Background: an optimization exercise with open tools, aiming at small area, a short achievable clock period and few clock cycles. Do not read the settings as production practice.
Where RTL was checked, it was by simulation tests only, not by an equivalence proof against the original.
Power is estimated from default activity; no workload was simulated.

Setup of job 3586:
Design Match_Ctrl, start of the top module:
module Match_Ctrl #(
    parameter Match_Threshold = 10,
    parameter PSR = 5  
)
(
    input clk,
    input rst,
    input start,
    output [59:0] dout,
    output dout_valid,
    output match_done,
    input wire [9:0] DesNum_RP,
    input wire [9:0] DesNum_RR,
    input wire [9:0] DesNum_RL,
    output  [9:0] R_R_addr,
    input [147:0] R_R_data,
    output  [9:0] R_P_addr,
    input [147:0] R_P_data,
    output [9:0] R_L_addr,
    input [147:0] R_L_data
    );
For scale: roughly 4500 cells after synthesis, ~1200 flip-flops, roughly 570 I/O pins, ~67000 um2 of cells after synthesis.
export LEC_CHECK = 0
export ABC_CLOCK_PERIOD_IN_PS = 2800
export CAP_MARGIN = 20
export CORE_MARGIN = 2
export CORE_UTILIZATION = 40
export CTS_CLUSTER_DIAMETER = 100
export CTS_CLUSTER_SIZE = 25
export SETUP_SLACK_MARGIN = 3.7
export SLEW_MARGIN = 20
export SYNTH_HIERARCHICAL = 1
export SYNTH_MINIMUM_KEEP_SIZE = 0
create_clock -name core_clock -period 6.6 [get_ports {clk}]
standard.sh (not shown) runs the stock make flow with config.mk's settings and CLKGATE_MAP_FILE= SYNTH_SCRIPT=/design/flow/synth_recipe.tcl, a recipe that flattens the netlist after the stock synthesis.
==> flow/flow/run.sh <==
#!/bin/bash
# The standard layout (standard.sh, all steps), except that the port
# buffers that global placement inserts on every input and output are
# sky130_fd_sc_hd__buf_1 cells (ORFS's BUFFER_PORTS_ARGS); timing repair may
# still resize them.  The whole make output goes to standard.log, and ORFS
# keeps each step's own log under orfs/logs/.
set -euo pipefail
export BUFFER_PORTS_ARGS="-buffer_cell sky130_fd_sc_hd__buf_1"
bash standard.sh > standard.log 2>&1
Per the final summary, job 3586 finished and its layout is clean on timing, DRC and antenna.
Testbench counts of job 3586, summed over its fixed seeds: cycles 142,190.
Inputs modified between job 3586 and job 5705:
# job 3586
export LEC_CHECK = 0
export ABC_CLOCK_PERIOD_IN_PS = 2800
export CAP_MARGIN = 20
export CORE_MARGIN = 2
export CORE_UTILIZATION = 40
export CTS_CLUSTER_DIAMETER = 100
export CTS_CLUSTER_SIZE = 25
export SETUP_SLACK_MARGIN = 3.7
export SLEW_MARGIN = 20
export SYNTH_HIERARCHICAL = 1
export SYNTH_MINIMUM_KEEP_SIZE = 0
create_clock -name core_clock -period 6.6 [get_ports {clk}]
# job 5705
export LEC_CHECK = 0
export ABC_CLOCK_PERIOD_IN_PS = 2800
export CAP_MARGIN = 20
export CORE_MARGIN = 2
export CORE_UTILIZATION = 40
export CTS_CLUSTER_DIAMETER = 100
export CTS_CLUSTER_SIZE = 25
export SETUP_SLACK_MARGIN = 4.1
export SLEW_MARGIN = 20
export SYNTH_HIERARCHICAL = 1
export SYNTH_MINIMUM_KEEP_SIZE = 0
create_clock -name core_clock -period 6.6 [get_ports {clk}]
## What came out
- Job 3586 → job 5705: number of standard-cell rows in the floorplan held, initial antenna violation count down 12, share of total power in the clock network lost 0.8 points, total count of max-transition violations in the final report was more or less identical.
## Diff of input files: job 7899 against job 5705
# job 5705
export LEC_CHECK = 0
export ABC_CLOCK_PERIOD_IN_PS = 2800
export CAP_MARGIN = 20
export CORE_MARGIN = 2
export CORE_UTILIZATION = 40
export CTS_CLUSTER_DIAMETER = 100
export CTS_CLUSTER_SIZE = 25
export SETUP_SLACK_MARGIN = 4.1
export SLEW_MARGIN = 20
export SYNTH_HIERARCHICAL = 1
export SYNTH_MINIMUM_KEEP_SIZE = 0
create_clock -name core_clock -period 6.6 [get_ports {clk}]
# job 7899
export LEC_CHECK = 0
export ABC_CLOCK_PERIOD_IN_PS = 2800
export CAP_MARGIN = 20
export CORE_MARGIN = 2
export CORE_UTILIZATION = 40
export CTS_CLUSTER_DIAMETER = 100
export CTS_CLUSTER_SIZE = 25
export SETUP_SLACK_MARGIN = 3.9
export SLEW_MARGIN = 20
export SYNTH_HIERARCHICAL = 1
export SYNTH_MINIMUM_KEEP_SIZE = 0
create_clock -name core_clock -period 6.6 [get_ports {clk}]
==> notes.md <==
- Of the two values seen for endpoint of the worst setup timing path, yR1[3] was produced by job 5705 and yP1[132] by job 7899.
- Post-layout utilization of the core on job 7899 is down relative to job 5705.
- Job 7899 against job 5705: placer congestion estimate fell by 3.0%; register cell area after layout fell by 210 um2; clock period minus worst slack rose by 0.097 ns; first-iteration DRC count fell by 4.2%.
- Slowest cell on the critical path = fa_2: job 5705; slowest cell on the critical path = fa_1: job 7899
- Looking at via density per instance, job 7899 sits 0.029 below job 5705.
- Changes observed in job 7899 relative to job 5705: aggregate global-route resource usage decreased 0.96 points, cell count of the worst reg-to-reg path decreased 2, met1 global-route usage decreased 0.95 points, wire length on met2 decreased 5.6%.


Match_Ctrl, a different RTL version from the one above (not shown whole).
Size: roughly 4700 cells after synthesis, about 570 I/O pins.
export LEC_CHECK = 0
export ABC_CLOCK_PERIOD_IN_PS = 2800
export CAP_MARGIN = 20
export CORE_MARGIN = 2
export CORE_UTILIZATION = 40
export CTS_BUF_LIST = sky130_fd_sc_hd__clkbuf_8
export SETUP_SLACK_MARGIN = 3.5
export SLEW_MARGIN = 20
export SYNTH_HIERARCHICAL = 1
export SYNTH_MINIMUM_KEEP_SIZE = 0
create_clock -name core_clock -period 6.6 [get_ports {clk}]
Scripts as last shown in full above: flow/flow/run.sh
Testbench counts at the start, summed over its fixed seeds: cycles 142,190.
Change:
==> flow/run.sh (new file) <==
#!/bin/bash
# synth_recipe.tcl (not shown) runs the flow's synth.tcl, then flattens the netlist and writes it again
# the make line also repeats each setting of config.mk as NAME=value (left out here)
make -C /OpenROAD-flow-scripts/flow DESIGN_CONFIG=/design/flow/config.mk WORK_HOME=/design/flow/orfs CLKGATE_MAP_FILE= SYNTH_SCRIPT=/design/flow/synth_recipe.tcl finish
Settings changed: CORE_UTILIZATION 40 to 55, SETUP_SLACK_MARGIN 3.5 to 3.3.
removed: flow/flow/run.sh
removed: flow/standard.sh
What happened: Clock skew is lower by 0.021 ns; register-to-register slack improved by 0.05 ns; total power decreases by 0.55%; combinational power goes up by about 3%; die area drops by 27%; wire length fell by 3.2%; utilization climbs by 18 points; final area grows by 1.5%; fmax is lower by 4.2%; cell count drops by 8.2%.
Change:
==> flow/flow/run.sh (new file) <==
#!/bin/bash
# The standard layout (standard.sh, all steps), except that the port
# buffers that global placement inserts on every input and output are
# sky130_fd_sc_hd__buf_1 cells (ORFS's BUFFER_PORTS_ARGS); timing repair may
# still resize them.  The whole make output goes to standard.log, and ORFS
# keeps each step's own log under orfs/logs/.
set -euo pipefail
export BUFFER_PORTS_ARGS="-buffer_cell sky130_fd_sc_hd__buf_1"
bash standard.sh > standard.log 2>&1
==> flow/standard.sh (new file) <==
#!/bin/bash
# synth_recipe.tcl (not shown) runs the flow's synth.tcl, then flattens the netlist and writes it again
# the make line also repeats each setting of config.mk as NAME=value (left out here)
make -C /OpenROAD-flow-scripts/flow DESIGN_CONFIG=/design/flow/config.mk WORK_HOME=/design/flow/orfs CLKGATE_MAP_FILE= SYNTH_SCRIPT=/design/flow/synth_recipe.tcl "${@:-finish}"
Settings changed: CORE_UTILIZATION 55 to 40, CTS_BUF_LIST sky130_fd_sc_hd__clkbuf_8 to unset, SETUP_SLACK_MARGIN 3.3 to 3.5.
removed: flow/run.sh
The new run passed the timing, design-rule and antenna checks. Utilization goes down by 18 points. Power came out higher by 1.5%. Fmax increases by about 7%. Clock skew is about the same. Die area grows by 37%. Register-to-register slack is better by 0.03 ns. Setup slack is better by 0.21 ns.
Change:
==> flow/run.sh (new file) <==
#!/bin/bash
# synth_recipe.tcl (not shown) runs the flow's synth.tcl, then flattens the netlist and writes it again
# the make line also repeats each setting of config.mk as NAME=value (left out here)
make -C /OpenROAD-flow-scripts/flow DESIGN_CONFIG=/design/flow/config.mk WORK_HOME=/design/flow/orfs CLKGATE_MAP_FILE= SYNTH_SCRIPT=/design/flow/synth_recipe.tcl finish
removed: flow/flow/run.sh
removed: flow/standard.sh
- worst setup slack degrades by 0.15 ns
- clock-buffer cell count is higher by 8
- combinational power is higher by about 9%
- die area does not change


RTL: one of the versions met above, not the one the previous note started from.
Size in the first run: roughly 1200 flip-flops, roughly 570 I/O pins, about 67000 um2 of cells after synthesis.
// Match_Ctrl
module Match_Ctrl #(
    parameter Match_Threshold = 10,
    parameter PSR = 5  
)
(
    input clk,
    input rst,
    input start,
    output [59:0] dout,
    output dout_valid,
    output match_done,
    input wire [9:0] DesNum_RP,
    input wire [9:0] DesNum_RR,
    input wire [9:0] DesNum_RL,
    output  [9:0] R_R_addr,
    input [147:0] R_R_data,
    output  [9:0] R_P_addr,
    input [147:0] R_P_data,
    output [9:0] R_L_addr,
    input [147:0] R_L_data
    );
clock: 6.6 ns
lec_check: 0
cap_margin: 20
core_margin: 2
core_utilization: 40
cts_cluster_diameter: 100
cts_cluster_size: 25
setup_slack_margin: 3.9
slew_margin: 20
synth_hierarchical: 1
synth_minimum_keep_size: 0
==> flow/flow/run.sh <==
#!/bin/bash
# The standard layout (standard.sh, all steps), except that the port
# buffers that global placement inserts on every input and output are
# sky130_fd_sc_hd__buf_1 cells (ORFS's BUFFER_PORTS_ARGS); timing repair may
# still resize them.  The whole make output goes to standard.log, and ORFS
# keeps each step's own log under orfs/logs/.
set -euo pipefail
export BUFFER_PORTS_ARGS="-buffer_cell sky130_fd_sc_hd__buf_1"
bash standard.sh > standard.log 2>&1
Testbench counts at the start, summed over its fixed seeds: cycles 142,190.
Change:
--- a/flow/config.mk
+++ b/flow/config.mk
@@ -7,0 +8 @@
+export ABC_CLOCK_PERIOD_IN_PS = 2800
@@ -11,2 +12,2 @@
-export CTS_CLUSTER_DIAMETER = 100
-export CTS_CLUSTER_SIZE = 25
+export CTS_CLUSTER_DIAMETER = 120
+export CTS_CLUSTER_SIZE = 20
The changed run passed the timing, design-rule and antenna checks.
Hold slack barely changes.
Power went up by 1.7%.
Core utilization grows by 1.3 points.
Non-clock buffer count drops by 2.


Another version of the RTL of Match_Ctrl (not shown whole).
Size in the first run: about 280 flip-flops, roughly 570 I/O pins, roughly 18000 um^2 of cells after synthesis.
==> flow/design.v (excerpt) <==
module Match_Ctrl #(
    parameter Match_Threshold = 10,
    parameter PSR = 5  
)
(
    input clk,
    input rst,
    input start,
    output [59:0] dout,
    output dout_valid,
    output match_done,
    input wire [9:0] DesNum_RP,
    input wire [9:0] DesNum_RR,
    input wire [9:0] DesNum_RL,
    output  [9:0] R_R_addr,
    input [147:0] R_R_data,
    output  [9:0] R_P_addr,
    input [147:0] R_P_data,
    output [9:0] R_L_addr,
    input [147:0] R_L_data
    );
localparam IDLE = 2'd0, RUN = 2'd1, DRAIN = 2'd2;
reg [1:0] state;
reg [9:0] a, aprev, j;
reg rr_q;                        
reg fin;                         
reg [9:0] bestP, bestR;
wire zero = (DesNum_RL == 10'd0) || (DesNum_RP == 10'd0) || (DesNum_RR == 10'd0);
wire [9:0] j1 = j + 10'd1;
wire lastj = (j >= 10'd4) && (j >= DesNum_RP - 10'd1) && (j >= DesNum_RR - 10'd1);
wire [9:0] a1 = a + 10'd1;
wire lastL = (a1 == DesNum_RL);
wire go    = (state == IDLE) && start && !zero;
wire issue = go || ((state == RUN) && !rr_q);
reg v1, p1, r1, l1;
reg v2, p2, r2, l2;
reg v3, p3, r3, l3;
reg v4, p4, r4, l4;
reg dv1, dv2, done1, done2;
always @(posedge clk) begin
    p1 <= (j < DesNum_RP);
    r1 <= (j < DesNum_RR);
    l1 <= lastj;
    p2 <= p1; r2 <= r1; l2 <= l1;
    p3 <= p2; r3 <= r2; l3 <= l2;
    p4 <= p3; r4 <= r3; l4 <= l3;
    if (rst) begin
        state <= IDLE;
        a <= 0;
        j <= 0;
        v1 <= 0; v2 <= 0; v3 <= 0; v4 <= 0;
  ...
clock: 6.6 ns
lec_check: 0
cap_margin: 20
core_margin: 2
core_utilization: 40
slew_margin: 20
synth_hierarchical: 1
synth_minimum_keep_size: 0
run.sh (not shown) runs the stock make flow with config.mk's settings and CLKGATE_MAP_FILE= SYNTH_SCRIPT=/design/flow/synth_recipe.tcl, a recipe that flattens the netlist after the stock synthesis.
Stock flow here: none of the scripts above is used.
Then changed:
- SETUP_SLACK_MARGIN: unset -> 3.8
- power rose by about 4.6%
- critical path depth fell by 1
- clock-buffer cell count fell by 10
- core utilization rose by 5.3 points
- worst setup slack gains 0.97 ns
- die area does not change
- via count rose by 0.56%
- synthesized area is unchanged
- wire length rose by 2.9%
- combinational power rose by 6.2%
Function was not checked in any run of this note: the RTL went through the layout flow alone.


Match_Ctrl, a different RTL version from the one above (not shown whole).
For scale: ~4,700 cells after synthesis, about 1,200 flip-flops, about 570 I/O pins, about 69,000 µm² of cells after synthesis.
export LEC_CHECK = 0
export ABC_CLOCK_PERIOD_IN_PS = 2800
export CAP_MARGIN = 20
export CORE_MARGIN = 2
export CORE_UTILIZATION = 40
export CTS_CLUSTER_DIAMETER = 80
export CTS_CLUSTER_SIZE = 30
export SETUP_SLACK_MARGIN = 3.9
export SLEW_MARGIN = 20
export SYNTH_HIERARCHICAL = 1
export SYNTH_MINIMUM_KEEP_SIZE = 0
create_clock -name core_clock -period 6.6 [get_ports {clk}]
standard.sh (not shown) runs the stock make flow with config.mk's settings and CLKGATE_MAP_FILE= SYNTH_SCRIPT=/design/flow/synth_recipe.tcl, a recipe that flattens the netlist after the stock synthesis.
Scripts as last shown in full above: flow/flow/run.sh
Testbench counts at the start, summed over its fixed seeds: cycles 142,190.
Rerun with:
CORE_UTILIZATION = 55   (was 40)
CTS_CLUSTER_DIAMETER = 100   (was 80)
CTS_CLUSTER_SIZE = 25   (was 30)
The changed run finished clean. Cell area is about the same. Sequential share of layout area stays flat. Routed wire length is lower by 4.1%.
Rerun with:
CORE_UTILIZATION = 40   (was 55)
CTS_CLUSTER_DIAMETER = not set   (was 100)
CTS_CLUSTER_SIZE = not set   (was 25)
After rerunning: Wire length increases by a few percent. Sequential power barely changes. Final cell count increases by roughly a tenth. Core utilization decreases by 16 points. Worst hold slack degrades by 0.0047 ns. Final area increases slightly. Critical path depth is unchanged. Total power increases by roughly a tenth.


Match_Ctrl, a different RTL version from the one above (not shown whole).
Size: ~1500 cells after synthesis, roughly 290 flip-flops, ~0.018 sq mm of cells after synthesis.
clock: 6.6 ns
lec_check: 0
cap_margin: 20
core_margin: 2
core_utilization: 40
setup_slack_margin: 3.3
slew_margin: 20
synth_hierarchical: 1
synth_minimum_keep_size: 0
run.sh (not shown) runs the stock make flow with config.mk's settings and CLKGATE_MAP_FILE= SYNTH_SCRIPT=/design/flow/synth_recipe.tcl, a recipe that flattens the netlist after the stock synthesis.
Stock flow here: none of the scripts above is used.
Testbench counts at the start, summed over its fixed seeds: cycles 533,436.
Then changed:
ABC_CLOCK_PERIOD_IN_PS = 2800   (was unset)
SETUP_SLACK_MARGIN = 3.5   (was 3.3)
The changed run completed without violations.
Setup slack improved by 0.043 ns.
Non-clock buffer count rose by 3.
Sequential power barely changes.
Flip-flop and latch count is unchanged.
Clock skew stays flat.
Cell count barely changes.
Sequential share of layout area fell by 1.4 points.
Then changed:
ABC_CLOCK_PERIOD_IN_PS = unset   (was 2800)
SETUP_SLACK_MARGIN = 3.8   (was 3.5)
Effect:
- register-to-register slack improves by 0.16 ns
- die area is unchanged
- setup slack is better by 0.029 ns
- area after synthesis stays the same
- sequential power barely changes
- cell area grows by 2.0%
- sequential share of layout area drops by 0.44 points
- critical path depth does not change
- total power is lower by about 1.3%
- clock power fell by about 6%
- cell count grows by about 1.6%


P:
Match_Ctrl with an RTL version that a note above also has.
Size: about 4700 cells after synthesis, roughly 570 I/O pins, ~69000 um2 of cells after synthesis.
==> flow/config.mk <==
export PLATFORM = sky130hd
export DESIGN_NAME = Match_Ctrl
export DESIGN_NICKNAME = Match_Ctrl
export VERILOG_FILES = /design/flow/design.v
export SDC_FILE = /design/flow/constraint.sdc
export NUM_CORES = 4
export LEC_CHECK = 0
export ABC_CLOCK_PERIOD_IN_PS = 2800
export CAP_MARGIN = 20
export CORE_MARGIN = 2
export CORE_UTILIZATION = 40
export SETUP_SLACK_MARGIN = 4.3
export SLEW_MARGIN = 20
export SYNTH_HIERARCHICAL = 1
export SYNTH_MINIMUM_KEEP_SIZE = 0
==> flow/constraint.sdc <==
create_clock -name core_clock -period 6.6 [get_ports {clk}]
set_input_delay 1.3200 -clock core_clock [delete_from_list [all_inputs] [get_ports {clk}]]
set_output_delay 1.3200 -clock core_clock [all_outputs]
set_load 0.01 [all_outputs]
standard.sh (not shown) runs the stock make flow with config.mk's settings and CLKGATE_MAP_FILE= SYNTH_SCRIPT=/design/flow/synth_recipe.tcl, a recipe that flattens the netlist after the stock synthesis.
Scripts as last shown in full above: flow/flow/run.sh
Testbench counts of P, summed over its fixed seeds: cycles 142,190.
Modified inputs, Q compared to P
# P
export LEC_CHECK = 0
export ABC_CLOCK_PERIOD_IN_PS = 2800
export CAP_MARGIN = 20
export CORE_MARGIN = 2
export CORE_UTILIZATION = 40
export SETUP_SLACK_MARGIN = 4.3
export SLEW_MARGIN = 20
export SYNTH_HIERARCHICAL = 1
export SYNTH_MINIMUM_KEEP_SIZE = 0
create_clock -name core_clock -period 6.6 [get_ports {clk}]
# Q
export LEC_CHECK = 0
export ABC_CLOCK_PERIOD_IN_PS = 2800
export CAP_MARGIN = 20
export CORE_MARGIN = 2
export CORE_UTILIZATION = 40
export SETUP_SLACK_MARGIN = 3.5
export SLEW_MARGIN = 20
export SYNTH_HIERARCHICAL = 1
export SYNTH_MINIMUM_KEEP_SIZE = 0
create_clock -name core_clock -period 6.6 [get_ports {clk}]
Notes after the runs:
Summary of the comparison: global routing usage on met1 is lower in Q, relative to P. Utilization of the core after routing: Q lower than P. Per the comparison of Q with P, worst setup slack decreased by 0.27 ns relative to the old numbers; antenna diode instance count increased by 7 relative to the old numbers; wire length after detailed routing decreased by about 6.6% relative to the old numbers.

## static timing again, ports no longer ideal
How much do the figures lean on ideal ports? The routed layouts below were timed once more, with nothing changed but the port constraints. Step 1, drivers: a clkbuf_16 drives clk and a buf_2 each remaining input, both assumed. Step 2 moves the port delays by t, midway between the first and last clock arrival at a register: inputs arrive t later, outputs are due t later. That takes back most of the time a late clock gives input paths. a / b / c = no drivers / after step 1 / after step 2; a / b = the first two.
run | shift t [ns] | setup WS [ns] | hold slack, ns | worst setup path at the end | worst register clock-pin slew, ns
job 3586 | 0.827 | 3.709 / 3.634 / 2.807 | 0.330 / 0.330 / 0.330 | input to register | 0.11 / 0.11
job 5705 | 0.805 | 3.953 / 3.861 / 3.056 | 0.306 / 0.306 / 0.306 | input to register | 0.11 / 0.11
job 7899 | 0.811 | 3.856 / 3.852 / 3.041 | 0.337 / 0.337 / 0.337 | input to register | 0.11 / 0.11
the first run of note 2 | 1.010 | 3.545 / 3.545 / 2.746 | 0.326 / 0.326 / 0.326 | input to register | 0.08 / 0.08
the second run of note 2 | 0.974 | 3.412 / 3.359 / 2.486 | 0.325 / 0.325 / 0.325 | input to register | 0.07 / 0.07
the third run of note 2 | 0.859 | 3.619 / 3.624 / 2.827 | 0.325 / 0.325 / 0.325 | input to register | 0.07 / 0.07
the fourth run of note 2 | 0.863 | 3.470 / 3.358 / 2.495 | 0.324 / 0.324 / 0.324 | input to register | 0.06 / 0.06
the first run of note 3 | 0.811 | 3.856 / 3.852 / 3.041 | 0.337 / 0.337 / 0.337 | input to register | 0.11 / 0.11
the second run of note 3 | 0.772 | 3.846 / 3.826 / 3.054 | 0.337 / 0.337 / 0.337 | input to register | 0.10 / 0.10
the first run of note 4 | 0.599 | 1.894 / 1.923 / 1.324 | 0.326 / 0.326 / 0.326 | input to register | 0.06 / 0.06
the second run of note 4 | 0.592 | 2.868 / 2.888 / 2.296 | 0.327 / 0.327 / 0.327 | input to register | 0.07 / 0.07
the first run of note 5 | 0.807 | 3.842 / 3.759 / 2.952 | 0.330 / 0.330 / 0.330 | input to register | 0.11 / 0.11
the second run of note 5 | 0.767 | 3.822 / 3.851 / 3.084 | 0.327 / 0.327 / 0.327 | input to register | 0.12 / 0.12
the third run of note 5 | 0.859 | 3.869 / 3.804 / 2.944 | 0.323 / 0.323 / 0.323 | input to register | 0.07 / 0.07
the first run of note 6 | 0.609 | 3.272 / 3.292 / 2.683 | 0.326 / 0.326 / 0.326 | input to register | 0.06 / 0.06
the second run of note 6 | 0.605 | 3.315 / 3.340 / 2.735 | 0.326 / 0.326 / 0.326 | input to register | 0.07 / 0.07
the third run of note 6 | 0.612 | 3.344 / 3.362 / 2.750 | 0.328 / 0.328 / 0.328 | input to register | 0.07 / 0.07
P | 0.873 | 3.917 / 3.913 / 3.039 | 0.325 / 0.325 / 0.325 | input to register | 0.07 / 0.07
Q | 0.867 | 3.649 / 3.649 / 2.794 | 0.321 / 0.321 / 0.321 | input to register | 0.07 / 0.07
After both steps setup and hold are still met in every run listed. The setup slack of the fourth run of note 2, which loses most, moves by -0.112 ns with the drivers and by -0.975 ns with both steps.
